This is an optimization exercise on Yosys and OpenROAD, whose aim is small area, not a production implementation.
In this exercise RTL edits were held to simulation tests only and were not proved equivalent to the original.
Power figures rest on the tool's default switching activity, not on a simulated workload.

==> standard.sh <==
#!/bin/bash
# synth_recipe.tcl (not shown) runs the flow's synth.tcl, then flattens the netlist and writes it again
# the make line also repeats each setting of config.mk as NAME=value (left out here)
make -C /OpenROAD-flow-scripts/flow DESIGN_CONFIG=/design/flow/config.mk WORK_HOME=/design/flow/orfs CLKGATE_MAP_FILE= SYNTH_SCRIPT=/design/flow/synth_recipe.tcl "${@:-finish}"
==> flow/run.sh <==
#!/bin/bash
# Own layout flow: the standard synthesis, then an area-oriented re-mapping
# of the combinational logic (flip-flops, their names and cell types untouched;
# full adders kept), checked for equivalence with the standard netlist, then
# the standard ORFS flow from floorplan to finish.
set -uo pipefail
W=$(pwd)
R=$W/orfs/results/${FLOW_PLATFORM}/ADSR_envelope/base
YOSYS=yosys
[ -x "$FLOW_HOME/../tools/install/yosys/bin/yosys" ] && YOSYS=$FLOW_HOME/../tools/install/yosys/bin/yosys
export LIB=$FLOW_HOME/platforms/${FLOW_PLATFORM}/lib/sky130_fd_sc_hd__tt_025C_1v80.lib
export TOP=$FLOW_TOP
export DONTUSE="$(cat $W/flow/dontuse.txt)"

bash standard.sh synth > synth.log 2>&1 || { echo "standard synth failed"; exit 1; }
cp $R/1_2_yosys.v $W/std_netlist.v

use_post=0
for S in "$(cat $W/flow/abc1.script)" "$(cat $W/flow/abc2.script)"; do
  IN=$W/std_netlist.v OUT=$W/post_netlist.v KEEP="sky130_fd_sc_hd__fa_1" SCRIPT="$S" \
    $YOSYS -c $W/flow/post.tcl > post.log 2>&1 || continue
  A=$W/std_netlist.v B=$W/post_netlist.v $YOSYS -c $W/flow/equiv.tcl > equiv.log 2>&1 || continue
  use_post=1; break
done
if [ $use_post = 1 ]; then
  echo "using re-mapped netlist"
  cp $W/post_netlist.v $R/1_2_yosys.v
  rm -f $R/1_synth.odb $R/1_synth.sdc
else
  echo "re-mapping failed or not proven equivalent; using the standard netlist"
fi
bash standard.sh BUFFER_PORTS_ARGS="-buffer_cell sky130_fd_sc_hd__buf_1" finish > finish.log 2>&1 || { echo "finish failed"; tail -30 finish.log; exit 1; }
echo done
==> flow/dontuse.txt <==
-dont_use sky130_fd_sc_hd__lpflow_bleeder_1 -dont_use sky130_fd_sc_hd__lpflow_clkbufkapwr_1 -dont_use sky130_fd_sc_hd__lpflow_clkbufkapwr_16 -dont_use sky130_fd_sc_hd__lpflow_clkbufkapwr_2 -dont_use sky130_fd_sc_hd__lpflow_clkbufkapwr_4 -dont_use sky130_fd_sc_hd__lpflow_clkbufkapwr_8 -dont_use sky130_fd_sc_hd__lpflow_clkinvkapwr_1 -dont_use sky130_fd_sc_hd__lpflow_clkinvkapwr_16 -dont_use sky130_fd_sc_hd__lpflow_clkinvkapwr_2 -dont_use sky130_fd_sc_hd__lpflow_clkinvkapwr_4 -dont_use sky130_fd_sc_hd__lpflow_clkinvkapwr_8 -dont_use sky130_fd_sc_hd__lpflow_decapkapwr_12 -dont_use sky130_fd_sc_hd__lpflow_decapkapwr_3 -dont_use sky130_fd_sc_hd__lpflow_decapkapwr_4 -dont_use sky130_fd_sc_hd__lpflow_decapkapwr_6 -dont_use sky130_fd_sc_hd__lpflow_decapkapwr_8 -dont_use sky130_fd_sc_hd__lpflow_inputiso0n_1 -dont_use sky130_fd_sc_hd__lpflow_inputiso0p_1 -dont_use sky130_fd_sc_hd__lpflow_inputiso1n_1 -dont_use sky130_fd_sc_hd__lpflow_inputiso1p_1 -dont_use sky130_fd_sc_hd__lpflow_inputisolatch_1 -dont_use sky130_fd_sc_hd__lpflow_isobufsrc_1 -dont_use sky130_fd_sc_hd__lpflow_isobufsrc_16 -dont_use sky130_fd_sc_hd__lpflow_isobufsrc_2 -dont_use sky130_fd_sc_hd__lpflow_isobufsrc_4 -dont_use sky130_fd_sc_hd__lpflow_isobufsrc_8 -dont_use sky130_fd_sc_hd__lpflow_isobufsrckapwr_16 -dont_use sky130_fd_sc_hd__lpflow_lsbuf_lh_hl_isowell_tap_1 -dont_use sky130_fd_sc_hd__lpflow_lsbuf_lh_hl_isowell_tap_2 -dont_use sky130_fd_sc_hd__lpflow_lsbuf_lh_hl_isowell_tap_4 -dont_use sky130_fd_sc_hd__lpflow_lsbuf_lh_isowell_4 -dont_use sky130_fd_sc_hd__lpflow_lsbuf_lh_isowell_tap_1 -dont_use sky130_fd_sc_hd__lpflow_lsbuf_lh_isowell_tap_2 -dont_use sky130_fd_sc_hd__lpflow_lsbuf_lh_isowell_tap_4 -dont_use sky130_fd_sc_hd__probe_p_8 -dont_use sky130_fd_sc_hd__probec_p_8 
==> config.mk <==
export PLATFORM = sky130hd
export DESIGN_NAME = ADSR_envelope
export DESIGN_NICKNAME = ADSR_envelope
export VERILOG_FILES = /design/flow/design.v
export SDC_FILE = /design/flow/constraint.sdc
export NUM_CORES = 4
export LEC_CHECK = 0
export ABC_AREA = 1
export CAP_MARGIN = 20
export CORE_MARGIN = 2
export CORE_UTILIZATION = 40
export SLEW_MARGIN = 20
==> constraint.sdc <==
create_clock -name core_clock -period 10.0 [get_ports {clk}]
set_input_delay 2.0000 -clock core_clock [delete_from_list [all_inputs] [get_ports {clk}]]
set_output_delay 2.0000 -clock core_clock [all_outputs]
set_load 0.01 [all_outputs]
==> flow/equiv.tcl <==
# env: A, B (netlists), TOP
yosys -import
set lib $::env(LIB)
read_liberty -ignore_miss_func $lib
read_verilog $::env(A)
yosys rename $::env(TOP) gold
read_verilog $::env(B)
yosys rename $::env(TOP) gate
flatten
opt_clean
equiv_make gold gate eq
hierarchy -top eq
equiv_simple -seq 1
equiv_induct
equiv_status -assert
==> design.v <==
module eight_bit_exponential_decay_lookup (
  input wire [7:0] din,
  output wire [7:0] dout
);
  assign dout[0] = (din[7] ? (din[6] ? (din[5] ? (din[4] ? (din[3] ? (din[2] ? (din[1] ? (din[0] ? 1'b0 : 1'b1) : 1'b1) : 1'b1) : 1'b1) : 1'b1) : (din[4] ? (din[3] ? (din[2] ? (din[1] ? (din[0] ? 1'b1 : 1'b0) : 1'b0) : 1'b0) : 1'b0) : (din[3] ? (din[2] ? 1'b0 : 1'b1) : 1'b1))) : (din[5] ? (din[4] ? (din[3] ? (din[2] ? (din[1] ? (din[0] ? 1'b1 : 1'b0) : 1'b0) : 1'b0) : (din[2] ? (din[1] ? 1'b0 : (din[0] ? 1'b0 : 1'b1)) : 1'b1)) : (din[3] ? (din[2] ? (din[1] ? 1'b1 : (din[0] ? 1'b1 : 1'b0)) : 1'b0) : (din[2] ? (din[1] ? 1'b0 : 1'b1) : 1'b1))) : (din[4] ? (din[3] ? (din[2] ? (din[1] ? (din[0] ? 1'b1 : 1'b0) : 1'b0) : (din[1] ? 1'b0 : 1'b1)) : (din[2] ? (din[1] ? 1'b1 : (din[0] ? 1'b1 : 1'b0)) : (din[1] ? 1'b0 : (din[0] ? 1'b0 : 1'b1)))) : (din[3] ? (din[2] ? (din[1] ? 1'b1 : (din[0] ? 1'b1 : 1'b0)) : (din[1] ? 1'b0 : (din[0] ? 1'b0 : 1'b1))) : (din[2] ? (din[1] ? 1'b1 : 1'b0) : (din[1] ? (din[0] ? 1'b0 : 1'b1) : 1'b1)))))) : (din[6] ? (din[5] ? (din[4] ? (din[3] ? (din[2] ? (din[1] ? 1'b0 : (din[0] ? 1'b0 : 1'b1)) : (din[1] ? 1'b1 : 1'b0)) : (din[2] ? (din[1] ? 1'b1 : (din[0] ? 1'b1 : 1'b0)) : (din[1] ? (din[0] ? 1'b0 : 1'b1) : (din[0] ? 1'b1 : 1'b0)))) : (din[3] ? (din[2] ? (din[1] ? (din[0] ? 1'b0 : 1'b1) : (din[0] ? 1'b1 : 1'b0)) : (din[1] ? (din[0] ? 1'b0 : 1'b1) : (din[0] ? 1'b1 : 1'b0))) : (din[2] ? (din[1] ? 1'b1 : 1'b0) : (din[1] ? (din[0] ? 1'b1 : 1'b0) : (din[0] ? 1'b0 : 1'b1))))) : (din[4] ? (din[3] ? (din[2] ? (din[1] ? 1'b0 : (din[0] ? 1'b1 : 1'b0)) : (din[1] ? 1'b1 : (din[0] ? 1'b0 : 1'b1))) : (din[2] ? (din[1] ? (din[0] ? 1'b0 : 1'b1) : 1'b0) : (din[1] ? (din[0] ? 1'b1 : 1'b0) : (din[0] ? 1'b1 : 1'b0)))) : (din[3] ? (din[2] ? (din[1] ? (din[0] ? 1'b1 : 1'b0) : (din[0] ? 1'b1 : 1'b0)) : (din[1] ? (din[0] ? 1'b1 : 1'b0) : 1'b1)) : (din[2] ? (din[1] ? (din[0] ? 1'b0 : 1'b1) : (din[0] ? 1'b0 : 1'b1)) : (din[1] ? (din[0] ? 1'b1 : 1'b0) : 1'b1))))) : (din[5] ? (din[4] ? (din[3] ? (din[2] ? (din[1] ? 1'b0 : (din[0] ? 1'b1 : 1'b0)) : (din[1] ? 1'b0 : 1'b1)) : (din[2] ? 1'b0 : 1'b1)) : (din[3] ? (din[2] ? 1'b1 : (din[1] ? (din[0] ? 1'b1 : 1'b0) : 1'b0)) : (din[2] ? (din[1] ? 1'b1 : (din[0] ? 1'b1 : 1'b0)) : (din[1] ? (din[0] ? 1'b0 : 1'b1) : 1'b0)))) : (din[4] ? (din[3] ? (din[2] ? (din[1] ? (din[0] ? 1'b1 : 1'b0) : (din[0] ? 1'b1 : 1'b0)) : (din[1] ? (din[0] ? 1'b1 : 1'b0) : 1'b1)) : (din[2] ? (din[1] ? (din[0] ? 1'b0 : 1'b1) : (din[0] ? 1'b1 : 1'b0)) : (din[1] ? 1'b0 : (din[0] ? 1'b0 : 1'b1)))) : (din[3] ? (din[2] ? (din[1] ? 1'b1 : 1'b0) : (din[1] ? (din[0] ? 1'b0 : 1'b1) : (din[0] ? 1'b1 : 1'b0))) : (din[2] ? (din[1] ? (din[0] ? 1'b0 : 1'b1) : (din[0] ? 1'b0 : 1'b1)) : (din[1] ? 1'b0 : 1'b1)))))));
  assign dout[1] = (din[7] ? (din[6] ? (din[5] ? 1'b0 : (din[4] ? (din[3] ? (din[2] ? (din[1] ? (din[0] ? 1'b0 : 1'b1) : 1'b1) : 1'b1) : 1'b1) : 1'b1)) : (din[5] ? (din[4] ? (din[3] ? (din[2] ? (din[1] ? (din[0] ? 1'b1 : 1'b0) : 1'b0) : 1'b0) : 1'b0) : (din[3] ? (din[2] ? (din[1] ? 1'b0 : (din[0] ? 1'b0 : 1'b1)) : 1'b1) : 1'b1)) : (din[4] ? (din[3] ? (din[2] ? (din[1] ? (din[0] ? 1'b1 : 1'b0) : 1'b0) : 1'b0) : (din[2] ? (din[1] ? 1'b0 : (din[0] ? 1'b0 : 1'b1)) : 1'b1)) : (din[3] ? (din[2] ? (din[1] ? 1'b1 : (din[0] ? 1'b1 : 1'b0)) : 1'b0) : (din[2] ? (din[1] ? 1'b0 : 1'b1) : 1'b1))))) : (din[6] ? (din[5] ? (din[4] ? (din[3] ? (din[2] ? 1'b0 : (din[1] ? 1'b0 : 1'b1)) : (din[2] ? (din[1] ? 1'b1 : (din[0] ? 1'b1 : 1'b0)) : (din[1] ? 1'b0 : (din[0] ? 1'b0 : 1'b1)))) : (din[3] ? (din[2] ? (din[1] ? 1'b1 : (din[0] ? 1'b1 : 1'b0)) : (din[1] ? 1'b0 : (din[0] ? 1'b0 : 1'b1))) : (din[2] ? (din[1] ? 1'b1 : 1'b0) : (din[1] ? (din[0] ? 1'b0 : 1'b1) : 1'b1)))) : (din[4] ? (din[3] ? (din[2] ? (din[1] ? 1'b0 : (din[0] ? 1'b0 : 1'b1)) : (din[1] ? 1'b1 : 1'b0)) : (din[2] ? (din[1] ? 1'b1 : 1'b0) : (din[1] ? (din[0] ? 1'b0 : 1'b1) : (din[0] ? 1'b1 : 1'b0)))) : (din[3] ? (din[2] ? (din[1] ? (din[0] ? 1'b0 : 1'b1) : (din[0] ? 1'b1 : 1'b0)) : (din[1] ? (din[0] ? 1'b0 : 1'b1) : (din[0] ? 1'b1 : 1'b0))) : (din[2] ? (din[1] ? 1'b1 : 1'b0) : (din[1] ? (din[0] ? 1'b1 : 1'b0) : (din[0] ? 1'b0 : 1'b1)))))) : (din[5] ? (din[4] ? (din[3] ? (din[2] ? (din[1] ? (din[0] ? 1'b0 : 1'b1) : (din[0] ? 1'b1 : 1'b0)) : (din[1] ? (din[0] ? 1'b1 : 1'b0) : (din[0] ? 1'b0 : 1'b1))) : (din[2] ? (din[1] ? (din[0] ? 1'b0 : 1'b1) : (din[0] ? 1'b0 : 1'b1)) : (din[1] ? (din[0] ? 1'b1 : 1'b0) : (din[0] ? 1'b1 : 1'b0)))) : (din[3] ? (din[2] ? (din[1] ? (din[0] ? 1'b1 : 1'b0) : (din[0] ? 1'b1 : 1'b0)) : (din[1] ? 1'b1 : (din[0] ? 1'b0 : 1'b1))) : (din[2] ? (din[1] ? (din[0] ? 1'b0 : 1'b1) : 1'b0) : (din[1] ? (din[0] ? 1'b1 : 1'b0) : (din[0] ? 1'b0 : 1'b1))))) : (din[4] ? (din[3] ? (din[2] ? (din[1] ? 1'b0 : 1'b1) : (din[1] ? 1'b0 : 1'b1)) : (din[2] ? (din[1] ? (din[0] ? 1'b1 : 1'b0) : 1'b0) : (din[1] ? 1'b0 : (din[0] ? 1'b0 : 1'b1)))) : (din[3] ? (din[2] ? (din[1] ? 1'b1 : 1'b0) : (din[1] ? 1'b0 : (din[0] ? 1'b0 : 1'b1))) : (din[2] ? (din[1] ? 1'b1 : 1'b0) : (din[1] ? (din[0] ? 1'b1 : 1'b0) : (din[0] ? 1'b0 : 1'b1))))))));
  assign dout[2] = (din[7] ? (din[6] ? 1'b0 : (din[5] ? (din[4] ? (din[3] ? (din[2] ? (din[1] ? (din[0] ? 1'b0 : 1'b1) : 1'b1) : 1'b1) : 1'b1) : 1'b1) : (din[4] ? (din[3] ? (din[2] ? (din[1] ? (din[0] ? 1'b1 : 1'b0) : 1'b0) : 1'b0) : 1'b0) : (din[3] ? (din[2] ? (din[1] ? 1'b0 : (din[0] ? 1'b0 : 1'b1)) : 1'b1) : 1'b1)))) : (din[6] ? (din[5] ? (din[4] ? (din[3] ? 1'b0 : (din[2] ? (din[1] ? 1'b0 : (din[0] ? 1'b0 : 1'b1)) : 1'b1)) : (din[3] ? (din[2] ? (din[1] ? 1'b1 : (din[0] ? 1'b1 : 1'b0)) : 1'b0) : (din[2] ? (din[1] ? 1'b0 : 1'b1) : 1'b1))) : (din[4] ? (din[3] ? (din[2] ? 1'b0 : (din[1] ? 1'b0 : 1'b1)) : (din[2] ? (din[1] ? 1'b1 : 1'b0) : (din[1] ? 1'b0 : (din[0] ? 1'b0 : 1'b1)))) : (din[3] ? (din[2] ? (din[1] ? 1'b1 : (din[0] ? 1'b1 : 1'b0)) : (din[1] ? 1'b0 : (din[0] ? 1'b0 : 1'b1))) : (din[2] ? (din[1] ? 1'b1 : 1'b0) : (din[1] ? (din[0] ? 1'b0 : 1'b1) : 1'b1))))) : (din[5] ? (din[4] ? (din[3] ? (din[2] ? (din[1] ? 1'b0 : (din[0] ? 1'b0 : 1'b1)) : (din[1] ? (din[0] ? 1'b1 : 1'b0) : 1'b0)) : (din[2] ? (din[1] ? 1'b1 : 1'b0) : (din[1] ? (din[0] ? 1'b0 : 1'b1) : (din[0] ? 1'b1 : 1'b0)))) : (din[3] ? (din[2] ? (din[1] ? (din[0] ? 1'b0 : 1'b1) : (din[0] ? 1'b1 : 1'b0)) : (din[1] ? (din[0] ? 1'b0 : 1'b1) : 1'b0)) : (din[2] ? (din[1] ? 1'b1 : (din[0] ? 1'b0 : 1'b1)) : (din[1] ? (din[0] ? 1'b1 : 1'b0) : 1'b1)))) : (din[4] ? (din[3] ? (din[2] ? (din[1] ? (din[0] ? 1'b0 : 1'b1) : (din[0] ? 1'b1 : 1'b0)) : (din[1] ? (din[0] ? 1'b1 : 1'b0) : (din[0] ? 1'b0 : 1'b1))) : (din[2] ? (din[1] ? (din[0] ? 1'b0 : 1'b1) : (din[0] ? 1'b0 : 1'b1)) : (din[1] ? (din[0] ? 1'b0 : 1'b1) : 1'b0))) : (din[3] ? (din[2] ? (din[1] ? (din[0] ? 1'b1 : 1'b0) : (din[0] ? 1'b0 : 1'b1)) : (din[1] ? (din[0] ? 1'b0 : 1'b1) : (din[0] ? 1'b0 : 1'b1))) : (din[2] ? (din[1] ? (din[0] ? 1'b0 : 1'b1) : (din[0] ? 1'b1 : 1'b0)) : (din[1] ? 1'b1 : (din[0] ? 1'b0 : 1'b1))))))));
  assign dout[3] = (din[7] ? (din[6] ? 1'b0 : (din[5] ? 1'b0 : (din[4] ? (din[3] ? (din[2] ? (din[1] ? (din[0] ? 1'b0 : 1'b1) : 1'b1) : 1'b1) : 1'b1) : 1'b1))) : (din[6] ? (din[5] ? (din[4] ? 1'b0 : (din[3] ? (din[2] ? (din[1] ? 1'b0 : (din[0] ? 1'b0 : 1'b1)) : 1'b1) : 1'b1)) : (din[4] ? (din[3] ? 1'b0 : (din[2] ? (din[1] ? 1'b0 : 1'b1) : 1'b1)) : (din[3] ? (din[2] ? (din[1] ? 1'b1 : (din[0] ? 1'b1 : 1'b0)) : 1'b0) : (din[2] ? (din[1] ? 1'b0 : 1'b1) : 1'b1)))) : (din[5] ? (din[4] ? (din[3] ? (din[2] ? 1'b0 : (din[1] ? (din[0] ? 1'b0 : 1'b1) : 1'b1)) : (din[2] ? (din[1] ? 1'b1 : 1'b0) : (din[1] ? 1'b0 : (din[0] ? 1'b0 : 1'b1)))) : (din[3] ? (din[2] ? (din[1] ? 1'b1 : (din[0] ? 1'b1 : 1'b0)) : (din[1] ? 1'b0 : 1'b1)) : (din[2] ? (din[1] ? 1'b1 : 1'b0) : (din[1] ? (din[0] ? 1'b0 : 1'b1) : 1'b1)))) : (din[4] ? (din[3] ? (din[2] ? (din[1] ? 1'b0 : (din[0] ? 1'b0 : 1'b1)) : (din[1] ? (din[0] ? 1'b1 : 1'b0) : 1'b0)) : (din[2] ? (din[1] ? 1'b1 : 1'b0) : (din[1] ? 1'b1 : 1'b0))) : (din[3] ? (din[2] ? (din[1] ? (din[0] ? 1'b0 : 1'b1) : 1'b0) : (din[1] ? 1'b1 : 1'b0)) : (din[2] ? (din[1] ? 1'b1 : (din[0] ? 1'b0 : 1'b1)) : (din[1] ? (din[0] ? 1'b1 : 1'b0) : 1'b1)))))));
  assign dout[4] = (din[7] ? 1'b0 : (din[6] ? (din[5] ? 1'b1 : (din[4] ? 1'b0 : (din[3] ? (din[2] ? (din[1] ? 1'b0 : (din[0] ? 1'b0 : 1'b1)) : 1'b1) : 1'b1))) : (din[5] ? (din[4] ? (din[3] ? 1'b0 : (din[2] ? (din[1] ? 1'b0 : 1'b1) : 1'b1)) : (din[3] ? (din[2] ? (din[1] ? 1'b1 : (din[0] ? 1'b1 : 1'b0)) : 1'b0) : (din[2] ? (din[1] ? 1'b0 : 1'b1) : 1'b1))) : (din[4] ? (din[3] ? (din[2] ? 1'b0 : (din[1] ? (din[0] ? 1'b0 : 1'b1) : 1'b1)) : (din[2] ? (din[1] ? 1'b1 : 1'b0) : (din[1] ? 1'b0 : 1'b1))) : (din[3] ? (din[2] ? (din[1] ? 1'b1 : 1'b0) : (din[1] ? 1'b0 : 1'b1)) : (din[2] ? (din[1] ? 1'b1 : 1'b0) : (din[1] ? (din[0] ? 1'b0 : 1'b1) : 1'b1)))))));
  assign dout[5] = (din[7] ? 1'b0 : (din[6] ? (din[5] ? 1'b0 : 1'b1) : (din[5] ? (din[4] ? 1'b0 : (din[3] ? (din[2] ? (din[1] ? 1'b0 : (din[0] ? 1'b0 : 1'b1)) : 1'b1) : 1'b1)) : (din[4] ? (din[3] ? 1'b0 : (din[2] ? (din[1] ? 1'b0 : 1'b1) : 1'b1)) : (din[3] ? (din[2] ? (din[1] ? 1'b1 : 1'b0) : 1'b0) : (din[2] ? (din[1] ? 1'b0 : 1'b1) : 1'b1))))));
  assign dout[6] = (din[7] ? 1'b0 : (din[6] ? 1'b0 : (din[5] ? 1'b1 : (din[4] ? 1'b0 : (din[3] ? (din[2] ? (din[1] ? 1'b0 : 1'b1) : 1'b1) : 1'b1)))));
  assign dout[7] = (din[7] ? 1'b0 : (din[6] ? 1'b0 : (din[5] ? 1'b0 : 1'b1)));
endmodule
module ADSR_envelope (
  input clk,
  input rst,
  input gate,
  input [3:0] a,
  input [3:0] d,
  input [3:0] s,
  input [3:0] r,
  output active,
  output reg [7:0] amplitude);
  localparam OFF     = 3'd0;
  localparam ATTACK  = 3'd1;
  localparam DECAY   = 3'd2;
  localparam SUSTAIN = 3'd3;
  localparam RELEASE = 3'd4;
  reg [2:0]  state;
  reg [26:0] accumulator;
  reg        prev_gate;
  reg [7:0]  dectmp;
  reg [7:0]  reltmp;
  function [16:0] attack_table;
    input [3:0] p;
    case (p)
      4'd0:  attack_table = 17'd43690;
      4'd1:  attack_table = 17'd43690;
      4'd2:  attack_table = 17'd87381;
      4'd3:  attack_table = 17'd58254;
      4'd4:  attack_table = 17'd36792;
      4'd5:  attack_table = 17'd24966;
      4'd6:  attack_table = 17'd20560;
      4'd7:  attack_table = 17'd17476;
      4'd8:  attack_table = 17'd13981;
      4'd9:  attack_table = 17'd5592;
      4'd10: attack_table = 17'd2796;
      4'd11: attack_table = 17'd1747;
      4'd12: attack_table = 17'd1398;
      4'd13: attack_table = 17'd466;
      4'd14: attack_table = 17'd279;
      default: attack_table = 17'd174;
    endcase
  endfunction
  function [16:0] decay_release_table;
    input [3:0] p;
    case (p)
      4'd0:  decay_release_table = 17'd101944;
      4'd1:  decay_release_table = 17'd58254;
      4'd2:  decay_release_table = 17'd29127;
      4'd3:  decay_release_table = 17'd19418;
      4'd4:  decay_release_table = 17'd12264;
      4'd5:  decay_release_table = 17'd8322;
      4'd6:  decay_release_table = 17'd6853;
      4'd7:  decay_release_table = 17'd5825;
      4'd8:  decay_release_table = 17'd4660;
      4'd9:  decay_release_table = 17'd1864;
      4'd10: decay_release_table = 17'd932;
      4'd11: decay_release_table = 17'd582;
      4'd12: decay_release_table = 17'd466;
      4'd13: decay_release_table = 17'd155;
      4'd14: decay_release_table = 17'd93;
      default: decay_release_table = 17'd58;
    endcase
  endfunction
  wire st_off = (state == OFF);
  wire st_a   = (state == ATTACK);
  wire st_d   = (state == DECAY);
  wire st_r   = (state == RELEASE);
  assign active = !st_off;
  wire overflow = accumulator[26];
  wire rise = gate & ~prev_gate;
  wire [16:0] inc = st_a ? attack_table(a) : decay_release_table(st_d ? d : r);
  wire acc_add = (st_a | st_d | (st_r & ~gate)) & ~overflow;
  wire [16:0] acc_lo;    
  wire        c9;        
  wire [7:0] gg = accumulator[16:9] & inc[16:9];
  wire [7:0] tt = accumulator[16:9] | inc[16:9];
  wire       g9_16 = gg[7] | tt[7] & (gg[6] | tt[6] & (gg[5] | tt[5] & (gg[4] |
                     tt[4] & (gg[3] | tt[3] & (gg[2] | tt[2] & (gg[1] | tt[1] & gg[0]))))));
  wire       c17 = g9_16 | (&tt) & c9;
  wire [9:0] ones;
  assign ones[0] = 1'b1;
  genvar gk;
  generate for (gk = 0; gk < 9; gk = gk + 1) begin : g_ones
    assign ones[gk+1] = ones[gk] & accumulator[17+gk];
  end endgenerate
  wire [9:0] cy = {10{c17}} & ones;
  wire [26:0] acc_sum = {cy[9], accumulator[25:17] ^ cy[8:0], acc_lo[16:0]};
  wire [7:0] e;
  eight_bit_exponential_decay_lookup exp_lookup(.din(accumulator[25:18]), .dout(e));
  wire [3:0]  u   = s ^ {4{st_d}};
  wire [31:0] pp;
  genvar gi, gj;
  generate for (gi = 0; gi < 8; gi = gi + 1) begin : g_pp
    for (gj = 0; gj < 4; gj = gj + 1) begin : g_ppj
      assign pp[gi*4+gj] = e[gi] & u[gj];
    end
  end endgenerate
  wire [7:0] de  = e & {8{st_d}};
  wire       dnz = st_d & (|e[3:0]);
  wire [3:0] ds  = s & {4{st_d}};
  wire [7:0] g;
  wire ac_1;
  wire ac_2;
  wire ac_3;
  wire ac_4;
  wire ac_5;
  wire ac_6;
  wire ac_7;
  wire ac_8;
  wire ac_9;
  wire ac_10;
  wire ac_11;
  wire ac_12;
  wire ac_13;
  wire ac_14;
  wire ac_15;
  wire ac_16;
  wire ac_17;
  wire ac_18;
  wire ac_19;
  wire ac_20;
  wire ac_21;
  wire ac_22;
  wire ac_23;
  wire ac_24;
  wire ac_25;
  wire ac_26;
  wire ac_27;
  wire ac_28;
  wire ac_29;
  wire ac_30;
  wire ac_31;
  wire ac_32;
  wire ac_33;
  wire ac_34;
  assign ac_1 = accumulator[0] ^ inc[0];
  assign ac_2 = accumulator[0] & inc[0];
  assign ac_3 = accumulator[1] ^ inc[1] ^ ac_2;
  assign ac_4 = (accumulator[1] & inc[1]) | (accumulator[1] & ac_2) | (inc[1] & ac_2);
  assign ac_5 = accumulator[2] ^ inc[2] ^ ac_4;
  assign ac_6 = (accumulator[2] & inc[2]) | (accumulator[2] & ac_4) | (inc[2] & ac_4);
  assign ac_7 = accumulator[3] ^ inc[3] ^ ac_6;
  assign ac_8 = (accumulator[3] & inc[3]) | (accumulator[3] & ac_6) | (inc[3] & ac_6);
  assign ac_9 = accumulator[4] ^ inc[4] ^ ac_8;
  assign ac_10 = (accumulator[4] & inc[4]) | (accumulator[4] & ac_8) | (inc[4] & ac_8);
  assign ac_11 = accumulator[5] ^ inc[5] ^ ac_10;
  assign ac_12 = (accumulator[5] & inc[5]) | (accumulator[5] & ac_10) | (inc[5] & ac_10);
  assign ac_13 = accumulator[6] ^ inc[6] ^ ac_12;
  assign ac_14 = (accumulator[6] & inc[6]) | (accumulator[6] & ac_12) | (inc[6] & ac_12);
  assign ac_15 = accumulator[7] ^ inc[7] ^ ac_14;
  assign ac_16 = (accumulator[7] & inc[7]) | (accumulator[7] & ac_14) | (inc[7] & ac_14);
  assign ac_17 = accumulator[8] ^ inc[8] ^ ac_16;
  assign ac_18 = (accumulator[8] & inc[8]) | (accumulator[8] & ac_16) | (inc[8] & ac_16);
  assign ac_19 = accumulator[9] ^ inc[9] ^ c9;
  assign ac_20 = (accumulator[9] & inc[9]) | (accumulator[9] & c9) | (inc[9] & c9);
  assign ac_21 = accumulator[10] ^ inc[10] ^ ac_20;
  assign ac_22 = (accumulator[10] & inc[10]) | (accumulator[10] & ac_20) | (inc[10] & ac_20);
  assign ac_23 = accumulator[11] ^ inc[11] ^ ac_22;
  assign ac_24 = (accumulator[11] & inc[11]) | (accumulator[11] & ac_22) | (inc[11] & ac_22);
  assign ac_25 = accumulator[12] ^ inc[12] ^ ac_24;
  assign ac_26 = (accumulator[12] & inc[12]) | (accumulator[12] & ac_24) | (inc[12] & ac_24);
  assign ac_27 = accumulator[13] ^ inc[13] ^ ac_26;
  assign ac_28 = (accumulator[13] & inc[13]) | (accumulator[13] & ac_26) | (inc[13] & ac_26);
  assign ac_29 = accumulator[14] ^ inc[14] ^ ac_28;
  assign ac_30 = (accumulator[14] & inc[14]) | (accumulator[14] & ac_28) | (inc[14] & ac_28);
  assign ac_31 = accumulator[15] ^ inc[15] ^ ac_30;
  assign ac_32 = (accumulator[15] & inc[15]) | (accumulator[15] & ac_30) | (inc[15] & ac_30);
  assign ac_33 = accumulator[16] ^ inc[16] ^ ac_32;
  assign ac_34 = (accumulator[16] & inc[16]) | (accumulator[16] & ac_32) | (inc[16] & ac_32);
  assign c9 = ac_18;
  assign acc_lo = {ac_33, ac_31, ac_29, ac_27, ac_25, ac_23, ac_21, ac_19, ac_17, ac_15, ac_13, ac_11, ac_9, ac_7, ac_5, ac_3, ac_1};
  wire mu_1;
  wire mu_2;
  wire mu_3;
  wire mu_4;
  wire mu_5;
  wire mu_6;
  wire mu_7;
  wire mu_8;
  wire mu_9;
  wire mu_10;
  wire mu_11;
  wire mu_12;
  wire mu_13;
  wire mu_14;
  wire mu_15;
  wire mu_16;
  wire mu_17;
  wire mu_18;
  wire mu_19;
  wire mu_20;
  wire mu_21;
  wire mu_22;
  wire mu_23;
  wire mu_24;
  wire mu_25;
  wire mu_26;
  wire mu_27;
  wire mu_28;
  wire mu_29;
  wire mu_30;
  wire mu_31;
  wire mu_32;
  wire mu_33;
  wire mu_34;
  wire mu_35;
  wire mu_36;
  wire mu_37;
  wire mu_38;
  wire mu_39;
  wire mu_40;
  wire mu_41;
  wire mu_42;
  wire mu_43;
  wire mu_44;
  wire mu_45;
  wire mu_46;
  wire mu_47;
  wire mu_48;
  wire mu_49;
  wire mu_50;
  wire mu_51;
  wire mu_52;
  wire mu_53;
  wire mu_54;
  wire mu_55;
  wire mu_56;
  wire mu_57;
  wire mu_58;
  wire mu_59;
  wire mu_60;
  wire mu_61;
  wire mu_62;
  wire mu_63;
  wire mu_64;
  wire mu_65;
  wire mu_66;
  wire mu_67;
  wire mu_68;
  wire mu_69;
  wire mu_70;
  wire mu_71;
  wire mu_72;
  wire mu_73;
  wire mu_74;
  wire mu_75;
  wire mu_76;
  wire mu_77;
  wire mu_78;
  wire mu_79;
  wire mu_80;
  wire mu_81;
  wire mu_82;
  wire mu_83;
  wire mu_84;
  wire mu_85;
  wire mu_86;
  wire mu_87;
  wire mu_88;
  wire mu_89;
  wire mu_90;
  wire mu_91;
  wire mu_92;
  wire mu_93;
  wire mu_94;
  wire mu_95;
  wire mu_96;
  assign mu_1 = pp[0] ^ de[0] ^ ~de[4];
  assign mu_2 = (pp[0] & de[0]) | (pp[0] & ~de[4]) | (de[0] & ~de[4]);
  assign mu_3 = pp[1] ^ pp[4] ^ de[1];
  assign mu_4 = (pp[1] & pp[4]) | (pp[1] & de[1]) | (pp[4] & de[1]);
  assign mu_5 = pp[2] ^ pp[5] ^ pp[8];
  assign mu_6 = (pp[2] & pp[5]) | (pp[2] & pp[8]) | (pp[5] & pp[8]);
  assign mu_7 = pp[3] ^ pp[6] ^ pp[9];
  assign mu_8 = (pp[3] & pp[6]) | (pp[3] & pp[9]) | (pp[6] & pp[9]);
  assign mu_9 = pp[12] ^ de[3] ^ ~de[7];
  assign mu_10 = (pp[12] & de[3]) | (pp[12] & ~de[7]) | (de[3] & ~de[7]);
  assign mu_11 = pp[7] ^ pp[10] ^ pp[13];
  assign mu_12 = (pp[7] & pp[10]) | (pp[7] & pp[13]) | (pp[10] & pp[13]);
  assign mu_13 = ~(pp[16] ^ de[4]);
  assign mu_14 = pp[16] | de[4];
  assign mu_15 = pp[11] ^ pp[14] ^ pp[17];
  assign mu_16 = (pp[11] & pp[14]) | (pp[11] & pp[17]) | (pp[14] & pp[17]);
  assign mu_17 = ~(pp[20] ^ de[5]);
  assign mu_18 = pp[20] | de[5];
  assign mu_19 = pp[15] ^ pp[18] ^ pp[21];
  assign mu_20 = (pp[15] & pp[18]) | (pp[15] & pp[21]) | (pp[18] & pp[21]);
  assign mu_21 = ~(pp[24] ^ de[6]);
  assign mu_22 = pp[24] | de[6];
  assign mu_23 = pp[19] ^ pp[22] ^ pp[25];
  assign mu_24 = (pp[19] & pp[22]) | (pp[19] & pp[25]) | (pp[22] & pp[25]);
  assign mu_25 = ~(pp[28] ^ de[7]);
  assign mu_26 = pp[28] | de[7];
  assign mu_27 = pp[23] ^ pp[26] ^ pp[29];
  assign mu_28 = (pp[23] & pp[26]) | (pp[23] & pp[29]) | (pp[26] & pp[29]);
  assign mu_29 = pp[27] ^ pp[30] ^ ds[1];
  assign mu_30 = (pp[27] & pp[30]) | (pp[27] & ds[1]) | (pp[30] & ds[1]);
  assign mu_31 = ~(pp[31] ^ ds[2]);
  assign mu_32 = pp[31] | ds[2];
  assign mu_33 = ~de[5] ^ mu_2 ^ mu_3;
  assign mu_34 = (~de[5] & mu_2) | (~de[5] & mu_3) | (mu_2 & mu_3);
  assign mu_35 = de[2] ^ ~de[6] ^ mu_4;
  assign mu_36 = (de[2] & ~de[6]) | (de[2] & mu_4) | (~de[6] & mu_4);
  assign mu_37 = mu_6 ^ mu_7 ^ mu_9;
  assign mu_38 = (mu_6 & mu_7) | (mu_6 & mu_9) | (mu_7 & mu_9);
  assign mu_39 = mu_8 ^ mu_10 ^ mu_11;
  assign mu_40 = (mu_8 & mu_10) | (mu_8 & mu_11) | (mu_10 & mu_11);
  assign mu_41 = mu_12 ^ mu_14 ^ mu_15;
  assign mu_42 = (mu_12 & mu_14) | (mu_12 & mu_15) | (mu_14 & mu_15);
  assign mu_43 = mu_16 ^ mu_18 ^ mu_19;
  assign mu_44 = (mu_16 & mu_18) | (mu_16 & mu_19) | (mu_18 & mu_19);
  assign mu_45 = mu_20 ^ mu_22 ^ mu_23;
  assign mu_46 = (mu_20 & mu_22) | (mu_20 & mu_23) | (mu_22 & mu_23);
  assign mu_47 = ~(ds[0] ^ mu_24);
  assign mu_48 = ds[0] | mu_24;
  assign mu_49 = ~(mu_29 ^ mu_28);
  assign mu_50 = mu_29 | mu_28;
  assign mu_51 = ~(ds[3] ^ mu_32);
  assign mu_52 = ds[3] | mu_32;
  assign mu_53 = mu_5 ^ mu_34 ^ mu_35;
  assign mu_54 = (mu_5 & mu_34) | (mu_5 & mu_35) | (mu_34 & mu_35);
  assign mu_55 = mu_13 ^ mu_38 ^ mu_39;
  assign mu_56 = (mu_13 & mu_38) | (mu_13 & mu_39) | (mu_38 & mu_39);
  assign mu_57 = mu_17 ^ mu_40 ^ mu_41;
  assign mu_58 = (mu_17 & mu_40) | (mu_17 & mu_41) | (mu_40 & mu_41);
  assign mu_59 = mu_21 ^ mu_42 ^ mu_43;
  assign mu_60 = (mu_21 & mu_42) | (mu_21 & mu_43) | (mu_42 & mu_43);
  assign mu_61 = mu_25 ^ mu_44 ^ mu_45;
  assign mu_62 = (mu_25 & mu_44) | (mu_25 & mu_45) | (mu_44 & mu_45);
  assign mu_63 = mu_26 ^ mu_27 ^ mu_46;
  assign mu_64 = (mu_26 & mu_27) | (mu_26 & mu_46) | (mu_27 & mu_46);
  assign mu_65 = mu_30 ^ mu_31 ^ mu_50;
  assign mu_66 = (mu_30 & mu_31) | (mu_30 & mu_50) | (mu_31 & mu_50);
  assign mu_67 = mu_36 ^ mu_37 ^ mu_54;
  assign mu_68 = (mu_36 & mu_37) | (mu_36 & mu_54) | (mu_37 & mu_54);
  assign mu_69 = mu_47 ^ mu_62 ^ mu_63;
  assign mu_70 = (mu_47 & mu_62) | (mu_47 & mu_63) | (mu_62 & mu_63);
  assign mu_71 = mu_48 ^ mu_49 ^ mu_64;
  assign mu_72 = (mu_48 & mu_49) | (mu_48 & mu_64) | (mu_49 & mu_64);
  assign mu_73 = ~dnz ^ mu_1;
  assign mu_74 = ~dnz & mu_1;
  assign mu_75 = mu_33 ^ mu_74;
  assign mu_76 = mu_33 & mu_74;
  assign mu_77 = mu_53 ^ mu_76;
  assign mu_78 = mu_53 & mu_76;
  assign mu_79 = mu_67 ^ mu_78;
  assign mu_80 = mu_67 & mu_78;
  assign mu_81 = mu_55 ^ mu_68 ^ mu_80;
  assign mu_82 = (mu_55 & mu_68) | (mu_55 & mu_80) | (mu_68 & mu_80);
  assign mu_83 = mu_56 ^ mu_57 ^ mu_82;
  assign mu_84 = (mu_56 & mu_57) | (mu_56 & mu_82) | (mu_57 & mu_82);
  assign mu_85 = mu_58 ^ mu_59 ^ mu_84;
  assign mu_86 = (mu_58 & mu_59) | (mu_58 & mu_84) | (mu_59 & mu_84);
  assign mu_87 = mu_60 ^ mu_61 ^ mu_86;
  assign mu_88 = (mu_60 & mu_61) | (mu_60 & mu_86) | (mu_61 & mu_86);
  assign mu_89 = mu_69 ^ mu_88;
  assign mu_90 = mu_69 & mu_88;
  assign mu_91 = mu_70 ^ mu_71 ^ mu_90;
  assign mu_92 = (mu_70 & mu_71) | (mu_70 & mu_90) | (mu_71 & mu_90);
  assign mu_93 = mu_65 ^ mu_72 ^ mu_92;
  assign mu_94 = (mu_65 & mu_72) | (mu_65 & mu_92) | (mu_72 & mu_92);
  assign mu_95 = mu_51 ^ mu_66 ^ mu_94;
  assign mu_96 = (mu_51 & mu_66) | (mu_51 & mu_94) | (mu_66 & mu_94);
  assign g = {mu_95, mu_93, mu_91, mu_89, mu_87, mu_85, mu_83, mu_81};
  always @(posedge clk) begin
    prev_gate <= gate;
    if (rst) begin
      state <= OFF;
      amplitude <= 8'd0;
      accumulator <= 27'd0;
      dectmp <= 8'd0;
      reltmp <= 8'd0;
    end else begin
      accumulator <= acc_add ? acc_sum : 27'd0;
      dectmp <= (st_d & ~overflow) ? g : 8'd255;
      if (st_r & ~overflow) reltmp <= g;
      if (overflow) begin
        case (state)
          ATTACK:  state <= gate ? DECAY : RELEASE;
          DECAY:   state <= gate ? SUSTAIN : RELEASE;
          default: state <= gate ? ATTACK : OFF;
        endcase
      end else begin
        case (state)
          ATTACK:  amplitude <= accumulator[25:18];
          DECAY:   begin amplitude <= dectmp; if (rise) state <= ATTACK; end
          SUSTAIN: begin amplitude <= {s, 4'b0000}; if (!gate) state <= RELEASE; end
          RELEASE: begin amplitude <= gate ? 8'd0 : reltmp; if (gate) state <= ATTACK; end
          default: begin amplitude <= 8'd0; if (gate) state <= ATTACK; end
        endcase
      end
    end
  end
endmodule
==> flow/abc1.script <==
strash;&get -n;&deepsyn -T 60;&put;dch -f;map -a;topo
==> flow/post.tcl <==
# post-synthesis re-mapping of the combinational logic; flip-flops untouched
# env: IN, OUT, SCRIPT, KEEP (cells kept as boxes besides flip-flops), DONTUSE
yosys -import
set lib $::env(LIB)
read_liberty -ignore_miss_func $lib
read_verilog $::env(IN)
hierarchy -top $::env(TOP)
set keep [concat $::env(KEEP)]
foreach m [concat sky130_fd_sc_hd__dfxtp_1 sky130_fd_sc_hd__dfxtp_2 sky130_fd_sc_hd__dfxtp_4 sky130_fd_sc_hd__conb_1 $keep] {
  catch { setattr -mod -set keep_hierarchy 1 $m }
}
flatten
opt_clean -purge
abc -liberty $lib {*}$::env(DONTUSE) -script "+$::env(SCRIPT)"
opt_clean -purge
hilomap -singleton -hicell sky130_fd_sc_hd__conb_1 HI -locell sky130_fd_sc_hd__conb_1 LO
setattr -mod -unset keep_hierarchy
splitnets
opt_clean -purge
select $::env(TOP)
write_verilog -noattr -nohex -nodec -selected $::env(OUT)
==> flow/abc2.script <==
strash;dch -f;amap;topo
==> impl_metrics.csv, run 1 <==
group,metric,value,unit
run_status,status,"no timing/DRC/antenna violations",
clock_tree,cts_made_buffers,5,
route,drt.antenna.violating_nets,0,
final_layout,most-common-layout-cells,"146 x nor2_1, 137 x clkinv_1, 84 x nand2_1",
sta,setup_viol,0,
critical_path,critPathMaxFanout,3,
clock_tree,clk_path_buf_depth,2,
critical_path,slowest_delay,0.42,ns
clock_tree,cts.sinks,55,
clock_tree,clk_latency,0.30,ns
placement,finalWeightedCongestion,0.9417,
run,cap_violations,0,
synthesis,synth_area,4736,sq um
grt,antenna_found_initial,0,
clock_tree,hold_buffers,0,
sta,fmax,0.1052,GHz
final_layout,area_growth,12.34,%
synthesis,synth_cells,691,
grt,overflow,0,
pwr,powerDensity,121.8,nW/um^2
placement,port_buffers,27,
sta,period_share,0.9505,
grt,grt_pass1_wl,22.27,mm
sta,fin_worst_skew,0.01048,ns
sta,hold_viol,0,
final_layout,stdcell_count,886,
sta,rsz0062_at_grt,"no",
sta,drv_slew,0,
critical_path,crit_required,10.18,ns
sta,slew_headroom,0.4124,
grt,grt_use_total,0.2129,
hold_path,min_path_type,"flip-flop to flip-flop",
grt,grt_pass1_vias,4661,
floorplan,die_y,112.8,microns
critical_path,cp-start-kind,"primary input",
floorplan,die_width,112.8,microns
synthesis,yosysWarnings,1,
route,route.detailed.drc,0,
route,first_pass_iters,5,
sta,finalCriticalPeriod,9.505,ns
final_layout,drive_gt1_frac,0.04711,
route,avgRoutedWirePerCell,14.92,microns
route,vias,4863,
clock_tree,cts-root-buf,"clkbuf_16",
clock_tree,path_clk_slew,0.07,ns
critical_path,critPathSlowestCell,"fa_1",
critical_path,crit_type,"primary input to flip-flop",
critical_path,cp.arrival,9.69,ns
sta,worst_slew_pin_slew,0.8734,ns
route,drt-initial-drc-count,389,
final_layout,n_antenna_cell,0,
route,vias_per_cell,5.489,
final_layout,final_common_cell,"nor2_1",
critical_path,crit_top_cell,"fa_1",
clock_tree,cts_tree,"built",
pwr,peakVddDrop,0.0001181,V
synthesis,syn_area_per_cell,6.854,sq um
placement,placedInstanceArea,5141,sq um
grt,grt_max_degree,25,
floorplan,dieArea,12730,sq um
placement,placed_cells,877,
final_layout,final_nets,810,
floorplan,core-area,11470,sq um
final_layout,final_area,5320,sq um
floorplan,initial_utilization,0.4130,
clock_tree,htreeDepth,2,
pwr,p_leak,1.900,nW
floorplan,ios,28,
synthesis,syn-num-nets,759,
placement,place_hpwl,10.59,mm
sta,tns,0,ns
pwr,power,647.9,uW
critical_path,crit_path_end_kind,"flip-flop",
floorplan,rows,39,
final_layout,fillerInstances,1188,
final_layout,postLayoutCoreUtil,0.4639,
route,routed_wl,13.22,mm
worst max-delay path: cells and delay by family:
family / cells / cell delay [ns]
fa+ha+maj: 15 / 5.26
simple gates: 11 / 1.04
compound gates: 5 / 0.75
buf+inv: 8 / 0.64
flip-flops by register name, indices dropped and copies added (netlist names):
signal and flops:
state 3, dectmp 8, amplitude 8, accumulator 27
prev_gate 1, reltmp 8
layout make-up:
type | count | area, sq um | area share
flip-flops and latches | 55 | 1101 | 0.2070
clock buffers | 5 | 125.1 | 0.02352
inverters | 138 | 518.0 | 0.09737
repair buffers | 44 | 229.0 | 0.04304
clock inverters | 3 | 25.02 | 0.004704
well taps | 143 | 178.9 | 0.03363
multi-input cells | 498 | 3143 | 0.5908
final timing paths:
| kind | start | to | slack (ns) | cells after the start |
|---|---|---|---|---|
| worst min-delay path | accumulator[0] | accumulator[0] | 0.45 | 2 |
| worst min register to register | accumulator[0] | accumulator[0] | 0.45 | 2 |
| worst max-delay path | a[1] | accumulator[15] | 0.49 | 39 |
| worst max register to register | state[0] | accumulator[15] | 1.60 | 32 |
through the flow:
step | worst slack (ns) | hold slack, ns
after floorplan | 0.4713 | 0.4161
after global placement | 0.1677 | 0.4233
after detailed placement | -0.07988 | 0.4432
after CTS | 0.2018 | 0.4539
after global routing | 0.02221 | 0.4799
final | 0.4949 | 0.4474
what timing repair did:
item,in CTS,in global routing
resized for setup,0,9
endpoints found under the setup margin,0,6
buffers inserted,0,1
power by group:
group          internal (mW)  total [mW]  leakage [nW]  switching, mW
clock                 0.0938       0.177        0.0700         0.0829
combinational         0.0967       0.241          1.38          0.144
sequential             0.227       0.230         0.448        0.00355
total                  0.417       0.648          1.90          0.231
routing by layer:
layer,track usage,vias up,part of all wire
met2,0.3401,189,0.44
met1,0.3097,2292,0.48
met5,0,-,0
met3,0.01928,29,0.050
li1,-,2353,-
met4,0.05935,0,0.022
==> run 2: changes to the inputs <==
--- a/config.mk
+++ b/config.mk
@@ -11,2 +11,3 @@
 export CORE_UTILIZATION = 40
+export CTS_BUF_LIST = sky130_fd_sc_hd__clkbuf_4 sky130_fd_sc_hd__clkbuf_8
 export SLEW_MARGIN = 20
==> run 2 against run 1 <==
Compared with the run above: highest routed layer unchanged; final cell count stayed put; global-route usage hardly changed; largest power group unchanged; register-to-register slack hardly changed.
==> impl_metrics.csv, run 2 <==
group,metric,value,unit
placement,placed_cells,877,
floorplan,ios,28,
final_layout,final_area,5260,sq um
sta,fin_worst_skew,0.01377,ns
pwr,peakVddDrop,0.00007133,V
synthesis,syn-num-nets,759,
sta,slew_headroom,0.4342,
critical_path,reg2reg_slack,1.59,ns
clock_tree,clk_latency,0.32,ns
critical_path,timing.rr.end,"accumulator[15]",
critical_path,cp-start-kind,"primary input",
pwr,internal-power,373.7,uW
clock_tree,cts_tree,"built",
final_layout,final_nets,810,
pwr,p_sw,224.3,uW
pwr,p_leak,1.875,nW
clock_tree,cts_made_buffers,5,
critical_path,slowest_delay,0.42,ns
grt,grt_use_met1,0.3091,
critical_path,critPathMaxFanout,3,
grt,grt_pass1_vias,4655,
synthesis,synth_area,4736,sq um
route,drt.antenna.violating_nets,0,
critical_path,crit_type,"primary input to flip-flop",
run,cap_violations,0,
pwr,power,598.0,uW
sta,rsz0062_at_grt,"no",
clock_tree,path_clk_slew,0.10,ns
critical_path,crit_end,"accumulator[15]",
pwr,combPwrFrac,0.403,
critical_path,critPathSlowestCell,"fa_1",
grt,antenna_found_initial,0,
critical_path,crit_path_start,"a[1]",
critical_path,crit_path_end_kind,"flip-flop",
clock_tree,clk_path_buf_depth,2,
final_layout,largest_reg_flops,27,
placement,port_buffers,27,
sta,fmax,0.1047,GHz
final_layout,fillerInstances,1193,
route,route.detailed.drc,0,
sta,drv_slew,0,
grt,grt_use_met2,0.3409,
final_layout,stdcell_count,886,
route,drt-initial-drc-count,439,
clock_tree,cts-root-buf,"clkbuf_8",
floorplan,rows,39,
pwr,powerDensity,113.7,nW/um^2
placement,place_hpwl,10.59,mm
grt,overflow,0,
final_layout,area_growth,11.07,%
sta,period_share,0.9550,
critical_path,crit_required,10.20,ns
run_status,status,"no timing/DRC/antenna violations",
route,routed_wl,13.23,mm
final_layout,n_antenna_cell,0,
grt,grt-busiest-layer,"met2",
sta,hold_viol,0,
pwr,p_seq_frac,0.385,
pwr,clkPwrFrac,0.212,
clock_tree,htreeDepth,2,
sta,setup_viol,0,
final_layout,drive_gt1_frac,0.04576,
route,first_pass_iters,5,
critical_path,crit_top_cell,"fa_1",
route,avgRoutedWirePerCell,14.93,microns
sta,finalCriticalPeriod,9.550,ns
grt,grt_util_met3,0.01768,
floorplan,die_width,112.8,microns
floorplan,initial_utilization,0.4130,
final_layout,most-common-layout-cells,"146 x nor2_1, 137 x clkinv_1, 84 x nand2_1",
hold_path,min_path_type,"flip-flop to flip-flop",
placement,placedInstanceArea,5141,sq um
critical_path,reg2reg_from,"state[0]",
route,vias,4869,
grt,grt_max_degree,25,
clock_tree,cts.sinks,55,
route,vias_per_cell,5.495,
grt,grt_pass1_wl,22.26,mm
placement,finalWeightedCongestion,0.9417,
floorplan,die_y,112.8,microns
synthesis,syn_area_per_cell,6.854,sq um
floorplan,dieArea,12730,sq um
synthesis,synth_cells,691,
sta,worst_slew_pin_slew,0.8409,ns
critical_path,reg2reg_depth,32,
critical_path,cp.arrival,9.75,ns
sta,tns,0,ns
final_layout,top_register,"accumulator",
pwr,netSwitchingFraction,0.3751,
synthesis,yosysWarnings,1,
final_layout,final_common_cell,"nor2_1",
grt,grt_use_total,0.2126,
floorplan,core-area,11470,sq um
[run 2: area by class of cell]
cell class                 count  area (sq um)  share of cell area
timing repair buffer          44         229.0             0.04353
inverter                     138         518.0             0.09848
tap                          143         178.9             0.03402
clock buffer                   5         68.82             0.01308
sequential                    55          1101              0.2093
clock inverter                 3         25.02            0.004757
multi-input combinational    498          3139              0.5968
[run 2: layer usage]
| layer | share of wire | wire length (microns) | vias up |
|---|---|---|---|
| li1 | - | - | 2360 |
| met1 | 0.48 | 6305 | 2282 |
| met3 | 0.055 | 732 | 33 |
| met4 | 0.022 | 297 | 0 |
| met2 | 0.45 | 5892 | 194 |
| met5 | 0 | 0 | - |
[run 2: worst min-delay path by stage]
stage / startpoint / endpoint / slack (ns) / depth (start not counted)
global route: accumulator[0] / accumulator[0] / 0.48 / 2
CTS: accumulator[0] / accumulator[0] / 0.46 / 2
finish: accumulator[0] / accumulator[0] / 0.45 / 2
floorplan: accumulator[0] / accumulator[0] / 0.42 / 2
detailed placement: accumulator[0] / accumulator[0] / 0.44 / 2
global placement: dectmp[3] / amplitude[3] / 0.42 / 2
[run 2: timing repair]
action | 4_1_cts | 5_1_grt
setup buffers | 0 | 1
hold buffers | 0 | 0
endpoints found under the setup margin | 0 | 6
gates resized for setup | 0 | 8
[run 2: metrics by stage]
step                        util  worst slack [ns]  hold slack, ns
after global placement    0.4483            0.1677          0.4233
after floorplan                -            0.4713          0.4161
after detailed placement  0.4483          -0.07988          0.4432
final                     0.4587            0.4504          0.4514
after CTS                 0.4565            0.2265          0.4582
after global routing      0.4587          0.008872          0.4848
[run 2: critical path, delay by kind of cell]
kind	cells	cell delay, ns
simple gates	11	1.05
fa+ha+maj	15	5.26
compound gates	5	0.80
buf+inv	8	0.63
[run 2: power groups by stage]
stage	clock [mW]	combinational (mW)	sequential [mW]
final	0.127	0.241	0.230
after floorplan	0	0.170	0.235
after CTS	0.129	0.238	0.231
after detailed placement	0	0.235	0.236
after global routing	0.139	0.273	0.232
after global placement	0	0.237	0.235
==> run 3: changes to the inputs <==
==> flow/run.sh (replaced) <==
#!/bin/bash
# Own layout flow: the standard synthesis, then an area-oriented re-mapping
# of the combinational logic with ABC (flip-flops, their names and cell types
# untouched; full-adder cells kept). Each candidate netlist must be proven
# equivalent to the standard netlist (yosys equiv_*); the smallest proven one
# is used, else the standard netlist. Then the standard ORFS flow to finish,
# with ports buffered by buf_1 cells.
set -uo pipefail
W=$(pwd)
R=$W/orfs/results/${FLOW_PLATFORM}/ADSR_envelope/base
YOSYS=yosys
[ -x "$FLOW_HOME/../tools/install/yosys/bin/yosys" ] && YOSYS=$FLOW_HOME/../tools/install/yosys/bin/yosys
export LIB=$FLOW_HOME/platforms/${FLOW_PLATFORM}/lib/sky130_fd_sc_hd__tt_025C_1v80.lib
export TOP=$FLOW_TOP
export DONTUSE="$(cat $W/flow/dontuse.txt)"

bash standard.sh synth > synth.log 2>&1 || { echo "standard synth failed"; exit 1; }
cp $R/1_2_yosys.v $W/std_netlist.v

mkdir -p $W/post
n=0
while read -r S; do
  [ -z "$S" ] && continue
  n=$((n+1))
  (
    IN=$W/std_netlist.v OUT=$W/post/cand$n.v KEEP="sky130_fd_sc_hd__fa_1" SCRIPT="$S" \
      timeout 600 $YOSYS -c $W/flow/post.tcl > post$n.log 2>&1 &&
    A=$W/std_netlist.v B=$W/post/cand$n.v timeout 900 $YOSYS -c $W/flow/equiv.tcl > equiv$n.log 2>&1 &&
    echo "$(python3 $W/flow/area.py $W/post/cand$n.v | awk '{print $2}') $n" > $W/post/ok$n
  ) &
done < $W/flow/abc.scripts
wait
best=$(cat $W/post/ok* 2>/dev/null | sort -g | head -1 | awk '{print $2}')
if [ -n "$best" ]; then
  echo "using re-mapped netlist $best: $(cat $W/post/ok$best)"
  cp $W/post/cand$best.v $R/1_2_yosys.v
  rm -f $R/1_synth.odb $R/1_synth.sdc
else
  echo "no re-mapped netlist proven equivalent; using the standard netlist"
fi
bash standard.sh BUFFER_PORTS_ARGS="-buffer_cell sky130_fd_sc_hd__buf_1" finish > finish.log 2>&1 || { echo "finish failed"; tail -30 finish.log; exit 1; }
echo done
==> flow/abc.scripts (new file) <==
strash;&get -n;&deepsyn -S 1 -T 60;&put;dch -f;map -a;topo
strash;&get -n;&deepsyn -S 2 -T 60;&put;dch -f;map -a;topo
strash;&get -n;&deepsyn -S 3 -T 60;&put;dch -f;map -a;topo
strash;dch -f;amap;topo
==> flow/area.py (new file) <==
import re,sys
import os
lib=open(os.environ['LIB']).read()
A={}
for m in re.finditer(r'cell\s*\(\s*"?(\w+)"?\s*\)\s*\{(.*?)area\s*:\s*([\d.]+)',lib,re.S):
    A[m.group(1)]=float(m.group(3))
from collections import Counter
c=Counter(re.findall(r'^\s*(sky130_fd_sc_hd__\w+)\s',open(sys.argv[1]).read(),re.M))
tot=sum(A[k]*v for k,v in c.items())
print("total %.1f  cells %d"%(tot,sum(c.values())))
if len(sys.argv)>2:
    for k,v in sorted(c.items(),key=lambda kv:-A[kv[0]]*kv[1])[:15]: print("  %-32s %4d %8.1f"%(k,v,A[k]*v))
--- a/config.mk
+++ b/config.mk
@@ -10,4 +10,5 @@
 export CORE_MARGIN = 2
-export CORE_UTILIZATION = 40
+export CORE_UTILIZATION = 60
 export CTS_BUF_LIST = sky130_fd_sc_hd__clkbuf_4 sky130_fd_sc_hd__clkbuf_8
+export GPL_TIMING_DRIVEN = 0
 export SLEW_MARGIN = 20
removed: flow/abc1.script
removed: flow/abc2.script
==> run 3 against run 2 <==
Compared with the run above: die area is 34% lower; total power is 4.5% lower; combinational power is about 10% lower; highest routed layer unchanged; count of clock-buffer cells in the layout is 2 higher; sequential share of layout area is 1.1 points higher; critical path type unchanged; cell area is 5.0% lower; area after synthesis is 2.0% lower; global-route usage is 9.3 points higher; clock skew is 0.0097 ns lower; still clean on timing, DRC and antenna.
==> impl_metrics.csv, run 3 <==
group,metric,value,unit
pwr,internal-power,364.1,uW
route,drt.antenna.violating_nets,0,
clock_tree,htreeDepth,2,
synthesis,synth_area,4641,sq um
critical_path,crit_required,10.21,ns
synthesis,syn_area_per_cell,6.906,sq um
clock_tree,cts.sinks,55,
final_layout,top_register,"accumulator",
grt,antenna_found_initial,0,
pwr,clkPwrFrac,0.223,
route,first_pass_iters,5,
floorplan,dieArea,8454,sq um
sta,fmax,0.1055,GHz
sta,hold_viol,0,
critical_path,path_delay_family,"adder cells",
synthesis,yosysWarnings,1,
synthesis,syn-num-nets,740,
floorplan,die_y,91.95,microns
run,cap_violations,0,
placement,place_ws,0.1825,ns
sta,setup_viol,0,
hold_path,worstHoldStart,"accumulator[0]",
critical_path,reg2reg_depth,36,
floorplan,die_width,91.95,microns
placement,port_buffers,27,
pwr,powerDensity,114.4,nW/um^2
hold_path,whs_path_depth,1,
pwr,netSwitchingFraction,0.3627,
floorplan,rows,32,
grt,grt_pass1_wl,20.88,mm
pwr,p_sw,207.2,uW
clock_tree,cts-root-buf,"clkbuf_8",
final_layout,final_common_cell,"nor2_1",
final_layout,drive_gt1_frac,0.02257,
final_layout,fillerInstances,704,
critical_path,crit_type,"primary input to flip-flop",
critical_path,critPathMaxFanout,7,
pwr,power,571.3,uW
pwr,peakVddDrop,0.00007611,V
grt,grt_use_total,0.3056,
critical_path,reg2reg_slack,0.71,ns
sta,drv_slew,0,
critical_path,cp.arrival,9.68,ns
route,vias,4720,
final_layout,final_nets,776,
placement,place_hpwl,9.908,mm
grt,overflow,0,
grt,grt_max_degree,19,
placement,finalWeightedCongestion,0.9599,
clock_tree,clk_latency,0.30,ns
hold_path,hold_path_end,"accumulator[0]",
clock_tree,clk_path_buf_depth,2,
floorplan,ios,28,
sta,period_share,0.9476,
route,avgRoutedWirePerCell,15.24,microns
critical_path,timing.rr.end,"accumulator[15]",
run_status,status,"no timing/DRC/antenna violations",
final_layout,area_growth,7.630,%
pwr,p_leak,1.825,nW
clock_tree,cts_made_buffers,5,
floorplan,initial_utilization,0.6100,
route,routed_wl,12.36,mm
sta,finalCriticalPeriod,9.476,ns
pwr,combPwrFrac,0.381,
route,route.detailed.drc,0,
sta,rsz0062_at_grt,"no",
final_layout,most-common-layout-cells,"147 x nor2_1, 136 x clkinv_1, 85 x nand2_1",
sta,slew_headroom,0.4336,
critical_path,reg2reg_from,"state[1]",
critical_path,critPathSlowestCell,"fa_1",
critical_path,crit_top_cell,"fa_1",
route,vias_per_cell,5.820,
sta,worst_slew_pin_slew,0.8407,ns
pwr,p_seq_frac,0.397,
sta,final.setup.worst_slack,0.5235,ns
clock_tree,cts_tree,"built",
sta,holdWs,0.4551,ns
hold_path,min_path_type,"flip-flop to flip-flop",
critical_path,slowest_delay,0.48,ns
route,drt-initial-drc-count,378,
critical_path,crit_path_end_kind,"flip-flop",
clock_tree,path_clk_slew,0.09,ns
synthesis,synth_cells,672,
clock_tree,postCtsSetupRepairBufs,0,
grt,grt_pass1_vias,4557,
critical_path,cp-start-kind,"primary input",
sta,fin_worst_skew,0.004048,ns
critical_path,critPathBufInv,8,
floorplan,core-area,7607,sq um
final_layout,n_antenna_cell,0,
final_layout,largest_reg_flops,27,
## run 3: changes by cell type in the layout (fill, tap and decap cells not counted), sizes merged, moves of 3 or more
cell | before | now
clkinv | 139 | 136
o21ai | 47 | 53
o22ai | 14 | 21
o31ai | 5 | 1
nor3 | 28 | 11
o211ai | 11 | 3
a31oi | 6 | 2
buf | 44 | 29
nand3 | 19 | 13
a221oi | 1 | 10
## run 3: area by class of cell
class                      instances  area (sq um)  share of cell area
clock inverter                     1         8.758            0.001754
sequential                        55          1101              0.2204
tap                              102         127.6             0.02555
multi-input combinational        481          3035              0.6077
inverter                         136         510.5              0.1022
timing repair buffer              29         127.6             0.02555
clock buffer                       7         83.83             0.01678
## run 3: how the worst max path moves through the flow
stage | start | slack, ns | to | cells after the start
2_1_floorplan | r[0] | 0.95 | accumulator[15] | 31
3_3_place_gp | state[1] | -0.10 | accumulator[15] | 35
3_5_place_dp | r[0] | 0.18 | accumulator[15] | 32
4_1_cts | r[0] | 0.48 | accumulator[15] | 32
5_1_grt | d[3] | 0.1 | accumulator[15] | 33
6_report | d[3] | 0.52 | accumulator[15] | 33
## run 3: per-stage QoR
stage | cell area [sq um] | util | cells | TNS [ns]
floorplan | 4641 | - | 672 | 0
finish | 4995 | 0.6566 | 811 | 0
global placement | 4870 | 0.6401 | 801 | -0.1003
CTS | 4995 | 0.6566 | 811 | 0
global route | 4995 | 0.6566 | 811 | 0
detailed placement | 4902 | 0.6444 | 803 | 0
## run 3: what timing repair did
item / CTS / global route
endpoints found under the setup margin: 0 / 1
hold buffers: 0 / 0
gates resized for setup: 0 / 1
## run 3: power groups by stage
stage               sequential [mW]  combinational [mW]  clock [mW]
floorplan                     0.231               0.158           0
global placement              0.232               0.209           0
detailed placement            0.232               0.215           0
CTS                           0.227               0.217       0.129
global route                  0.227               0.247       0.137
finish                        0.227               0.217       0.127
## run 3: routing by layer
metal	up-vias	wire length [microns]	GRT usage	part of all wire
li1	2251	-	-	-
met1	2199	5308	0.4173	0.43
met2	232	5674	0.5031	0.46
met3	38	889	0.02301	0.072
met4	0	487	0.1318	0.039
met5	-	0	0	0

-- port drivers added, routing unchanged --
In the flow no input, the clock included, has a driving cell. The finished layouts below were timed again as built, in two steps. Step 1 assumes that a clkbuf_16 drives the clock port and a buf_2 every other input. Step 2 adds t to the input delays and takes it off the output delays; t is the mean of the earliest and latest rising clock arrival at the registers after step 1. Input paths then give back, and output paths get back, about the clock's delay inside the block. a / b / c = ideal / step 1 / step 2; a / b = the first two.
run	t, ns	slack for setup (ns)	hold WS [ns]	worst setup path at the end
run 1	0.333	0.495 / 0.507 / 0.174	0.447 / 0.447 / 0.447	input to register
run 2	0.345	0.450 / 0.458 / 0.113	0.451 / 0.451 / 0.451	input to register
run 3	0.333	0.524 / 0.533 / 0.200	0.455 / 0.455 / 0.455	input to register
After both steps setup and hold are still met in every run listed. For run 2, which loses most, drivers alone change the setup slack by +0.008 ns; drivers and shift together by -0.337 ns.
